This is an optimization exercise on Yosys and OpenROAD, whose aim is small area, a short achievable clock period and few clock cycles per item, not a production implementation. Only simulation tests tie the RTL to the original design; equivalence was not proved. No activity file was given, so power comes from the tool's default toggle rates.

Setup of the previous run:
Design cordic, start of the top module:
module cordic(
    input clk,
    input rst,                 
    input start,               
    input signed [7:0] xin,
    input signed [7:0] yin,
    input signed [7:0] angle,
    output reg signed [7:0] sine,
    output reg done
);
    reg signed [7:0] x, y, z;
    reg [6:0] ph;
    wire idle = ph[0];
    reg [7:0] xs, ys, at;
    integer j, k;
    always @(*) begin
        for (j = 0; j < 8; j = j + 1) begin
            xs[j] = idle & xin[j];
            ys[j] = idle & yin[j];
            for (k = 1; k < 7; k = k + 1) begin
                xs[j] = xs[j] | (ph[k] & x[(j + k > 7) ? 7 : j + k]);
                ys[j] = ys[j] | (ph[k] & y[(j + k > 7) ? 7 : j + k]);
            end
        end
        at = ({8{idle}} & 8'd50) | ({8{ph[1]}} & 8'd29) | ({8{ph[2]}} & 8'd15)
           | ({8{ph[3]}} & 8'd8) | ({8{ph[4]}} & 8'd4) | ({8{ph[5]}} & 8'd2)
           | ({8{ph[6]}} & 8'd1);
    end
    wire signed [7:0] xa = idle ? xin : x;
    wire signed [7:0] ya = idle ? yin : y;
    wire signed [7:0] za = idle ? angle : z;
    wire neg = za[7];
    function [7:0] addsub;
        input [7:0] a, b;
        input n;
        reg [8:0] t;
        begin
            t = {a, 1'b1} + {b ^ {8{n}}, n};
            addsub = t[8:1];
        end
    endfunction
    always @(posedge clk) begin
        x <= addsub(xa, ys, ~neg);
        y <= addsub(ya, xs, neg);
        z <= addsub(za, at, ~neg);
        done <= ph[6] & ~rst;
        if (rst)
            ph <= 7'b0000001;
  ...
For scale: about 36 I/O pins, about 2800 sq um of cells after synthesis.
export LEC_CHECK = 0
export CAP_MARGIN = 20
export CORE_MARGIN = 2
export CORE_UTILIZATION = 40
export SETUP_SLACK_MARGIN = 1.2
export SLEW_MARGIN = 20
create_clock -name core_clock -period 4.0 [get_ports {clk}]
run.sh (not shown) runs the stock make flow with config.mk's settings and CLKGATE_MAP_FILE= SYNTH_SCRIPT=/design/flow/synth_recipe.tcl, a recipe that flattens the netlist after the stock synthesis.
Testbench counts of the previous run, summed over its fixed seeds: cycles 28,000, items 4,000.
The inputs of the current run differ from those of the previous run as listed below.
-- flow/config.mk --
<<< the previous run, line 11
export SETUP_SLACK_MARGIN = 1.2
>>> the current run, line 11
Results
- The higher cell area power density of the current run and the previous run is in the previous run.
- Taking the previous run as 1.0, the current run lands at 0.876 on cell-internal power.
- The proportion of power drawn by combinational gates number comes out higher for the previous run vs the current run.
- Global routing usage summed across all routing layers is lower on the current run
- Compared with the previous run, in the current run worst hold slack went up by 0.15 ns, met2 layer wire length in the routed design lost 22%, total detailed-routing wirelength fell by 13%.
- The lower final critical path time including I/O delays and setup of the current run and the previous run is in the previous run.
- Design area: lower on the current run
- Number of nets in the finished design: the current run and the previous run compared, lower one is the current run

========
== build 12 ==
Another version of the RTL of cordic (not shown whole).
For scale: about 290 cells after synthesis, ~32 flip-flops.
clock: 4.0 ns
lec_check: 0
cap_margin: 20
core_margin: 2
core_utilization: 70
cts_buf_list: sky130_fd_sc_hd__clkbuf_8
setup_slack_margin: 1.0
slew_margin: 20
standard.sh (not shown) runs the stock make flow with config.mk's settings and CLKGATE_MAP_FILE= SYNTH_SCRIPT=/design/flow/synth_recipe.tcl, a recipe that flattens the netlist after the stock synthesis.
==> flow/flow/run.sh <==
#!/bin/bash
# The standard layout, with the port buffers made from buf_2 cells instead of the
# slow delay buffers buffer_ports picks by default.
set -euo pipefail
export BUFFER_PORTS_ARGS="-buffer_cell sky130_fd_sc_hd__buf_2"

bash standard.sh > standard.log 2>&1
Testbench counts of build 12, summed over its fixed seeds: cycles 28,000, items 4,000.
Modified inputs, build 11 compared to build 12
-- flow/flow/run.sh --
<<< build 12, line 6

>>> build 11, line 6
export ADDER_MAP_FILE=
-- flow/config.mk --
<<< build 12, line 11
export CTS_BUF_LIST = sky130_fd_sc_hd__clkbuf_8
>>> build 11, line 11
Results
- Build 11 | status: complete | timing, DRC, antenna: pass
- Diff build 12 -> build 11 | non-clock inverter instance count of the final layout | decrease of 16
- Fraction of area in multi-input gates (build 11 over build 12): increase, 5.2 points
- Relative to build 12, the worst-case setup slack after placement of build 11 is lower by 0.18 ns.
- Diff build 12 -> build 11 | final cell count | up by more than 10%
- Relative to build 12, the routed wire length measured on build 11 has increased by more than 10%.
- Smallest setup slack after layout: build 11 worse than build 12
- Build 11 against build 12: relative contribution of the clock network to total power fell 1.5 points, pin count of the biggest net entering global routing shows a reduction of about 7%.
The following lists how build 88 was set up differently from build 11:
==> flow/run.sh (new file) <==
#!/bin/bash
# synth_recipe.tcl (not shown) runs the flow's synth.tcl, then flattens the netlist and writes it again
# the make line also repeats each setting of config.mk as NAME=value (left out here)
make -C /OpenROAD-flow-scripts/flow DESIGN_CONFIG=/design/flow/config.mk WORK_HOME=/design/flow/orfs CLKGATE_MAP_FILE= SYNTH_SCRIPT=/design/flow/synth_recipe.tcl finish
-- flow/config.mk --
<<< build 11, line 11
>>> build 88, line 11
export CTS_BUF_LIST = sky130_fd_sc_hd__clkbuf_8
removed: flow/flow/run.sh
removed: flow/standard.sh
Results
Proportion of power drawn by combinational gates delta for build 88 relative to build 11: 1.2 points lower. Wire: build 88 routes less than build 11. Any difference in count of clock-net buffers in the final layout between build 88 and build 11 is small enough to ignore. Total sequential power ended up about 1% lower on build 88 than on build 11. Relative to build 11, flip-flop and latch share of the layout cell area increased by 0.62 points in build 88. On build 88: die area is about 12% lower than what build 11 gave. Non-clock buffer count grows by a few percent when moving from build 11 to build 88. Global-route track usage on met1 ended up 3.5 points lower on build 88 than on build 11. Summary of build 88 over build 11: area of the mapped netlist fell by 13%, number of nets produced by synthesis lost 8.8%, maximum VDD drop saw an increase.
Inputs modified between build 88 and build 32:
==> flow/flow/run.sh (new file) <==
#!/bin/bash
# The standard layout, with the port buffers made from buf_2 cells instead of the
# slow delay buffers buffer_ports picks by default.
set -euo pipefail
export BUFFER_PORTS_ARGS="-buffer_cell sky130_fd_sc_hd__buf_2"

bash standard.sh > standard.log 2>&1
==> flow/standard.sh (new file) <==
#!/bin/bash
# synth_recipe.tcl (not shown) runs the flow's synth.tcl, then flattens the netlist and writes it again
# the make line also repeats each setting of config.mk as NAME=value (left out here)
make -C /OpenROAD-flow-scripts/flow DESIGN_CONFIG=/design/flow/config.mk WORK_HOME=/design/flow/orfs CLKGATE_MAP_FILE= SYNTH_SCRIPT=/design/flow/synth_recipe.tcl "${@:-finish}"
-- flow/config.mk --
<<< build 88, line 11
export CTS_BUF_LIST = sky130_fd_sc_hd__clkbuf_8
>>> build 32, line 11
removed: flow/run.sh
==> summary.txt <==
Changes observed in build 32 relative to build 88: worst setup slack higher, total power lower.
Build 32: cell leakage power is about 7% lower than what build 88 reported.
| number of antenna violations at the first check in global routing | build 32 vs build 88 | ≈ equal |
Build 32 against build 88: wire length of the first global-routing pass shows a reduction of 9.3%; wire length lower; critical path depth shrank by 4; design area lower; combined flip-flop and latch cell area went up by 2.5 sq um.
A critical path launch point of z[7]$_DFF_P_ is what build 32 shows, while yin[0] belongs to build 88.
Going from build 88 to build 32, the via count was found to have gone down by 89.
#### Input delta (build 45 over build 32)
-- flow/config.mk --
<<< build 32, line 10
export CORE_UTILIZATION = 70
export SETUP_SLACK_MARGIN = 1.0
>>> build 45, line 10
export CORE_UTILIZATION = 60
export CTS_BUF_LIST = sky130_fd_sc_hd__clkbuf_8
export SETUP_SLACK_MARGIN = 1.1
- Compare build 32 and build 45 | height of the die higher: build 45
- When build 45 is measured against build 32, its clock network area share turns out 1.0 points higher.
- In build 45, the global-route wire length before repair came out about 6% below the value in build 32.
- Looking at combinational group share of total power, build 45 sits 0.4 points lower than build 32 does.
- Between build 32 and build 45, the final routed wirelength across all metal layers is higher for build 45.
- In build 45, the global-route usage over all layers came out 3.9 points below the value in build 32.
- Est. power | build 45 vs build 32 | build 45 higher
- Cmp build 32 and build 45 / utilization / lower: build 45
- Total number of placement rows grows by a little under 10% when moving from build 32 to build 45.
Modified inputs, build 34 compared to build 45
-- flow/config.mk --
<<< build 45, line 10
export CORE_UTILIZATION = 60
>>> build 34, line 10
export CORE_UTILIZATION = 65
Results
Compared build 45 against build 34; worst-case hold slack within noise. Compared with build 45, in build 34 clock distribution area overhead in the final layout now sits at about the same level, fraction of power consumed by the clock network now sits at about the same level, reported leakage power now sits higher, wire length now sits higher, via count now sits higher. [compare] base=build 45 new=build 34: non-clock buffer area fraction after layout higher; die area lower; number of nets in the finished design roughly the same; footprint of the multi-input gates higher.

[re-timing with driven ports]
No port has a modelled driver above. Below, the same layouts with a new extraction and two added sets of constraints. Step 1 (the two cells are an assumption about what drives the block):
set clk [get_ports {clk}]
set_driving_cell -lib_cell sky130_fd_sc_hd__clkbuf_16 $clk
set_driving_cell -lib_cell sky130_fd_sc_hd__buf_2 [delete_from_list [all_inputs] $clk]
Step 2 moves the port delays by t, midway between the first and last clock arrival at a register: inputs arrive t later, outputs are due t later. That takes back most of the time a late clock gives input paths. Slacks: no drivers / after step 1 / after step 2; pairs: no drivers / after step 1.
run	t (ns)	setup slack, ns	hold WS [ns]	pins driven straight from the clock port
the previous run	0.319	1.179 / 1.149 / 0.964	0.510 / 0.510 / 0.510	1
the current run	0.324	0.383 / 0.353 / 0.514	0.661 / 0.661 / 0.661	1
build 12	0.317	1.196 / 1.168 / 0.956	0.595 / 0.595 / 0.595	1
build 11	0.326	1.059 / 1.029 / 0.879	0.583 / 0.583 / 0.583	1
build 88	0.324	1.064 / 1.060 / 0.748	0.577 / 0.577 / 0.577	1
build 32	0.373	1.154 / 1.128 / 0.925	0.592 / 0.592 / 0.592	1
build 45	0.313	1.222 / 1.226 / 0.913	0.573 / 0.573 / 0.573	1
build 34	0.319	1.182 / 1.190 / 0.871	0.571 / 0.571 / 0.571	1
After both steps setup and hold are still met in every run listed. For build 88, which loses most, drivers alone change the setup slack by -0.004 ns; drivers and shift together by -0.316 ns.
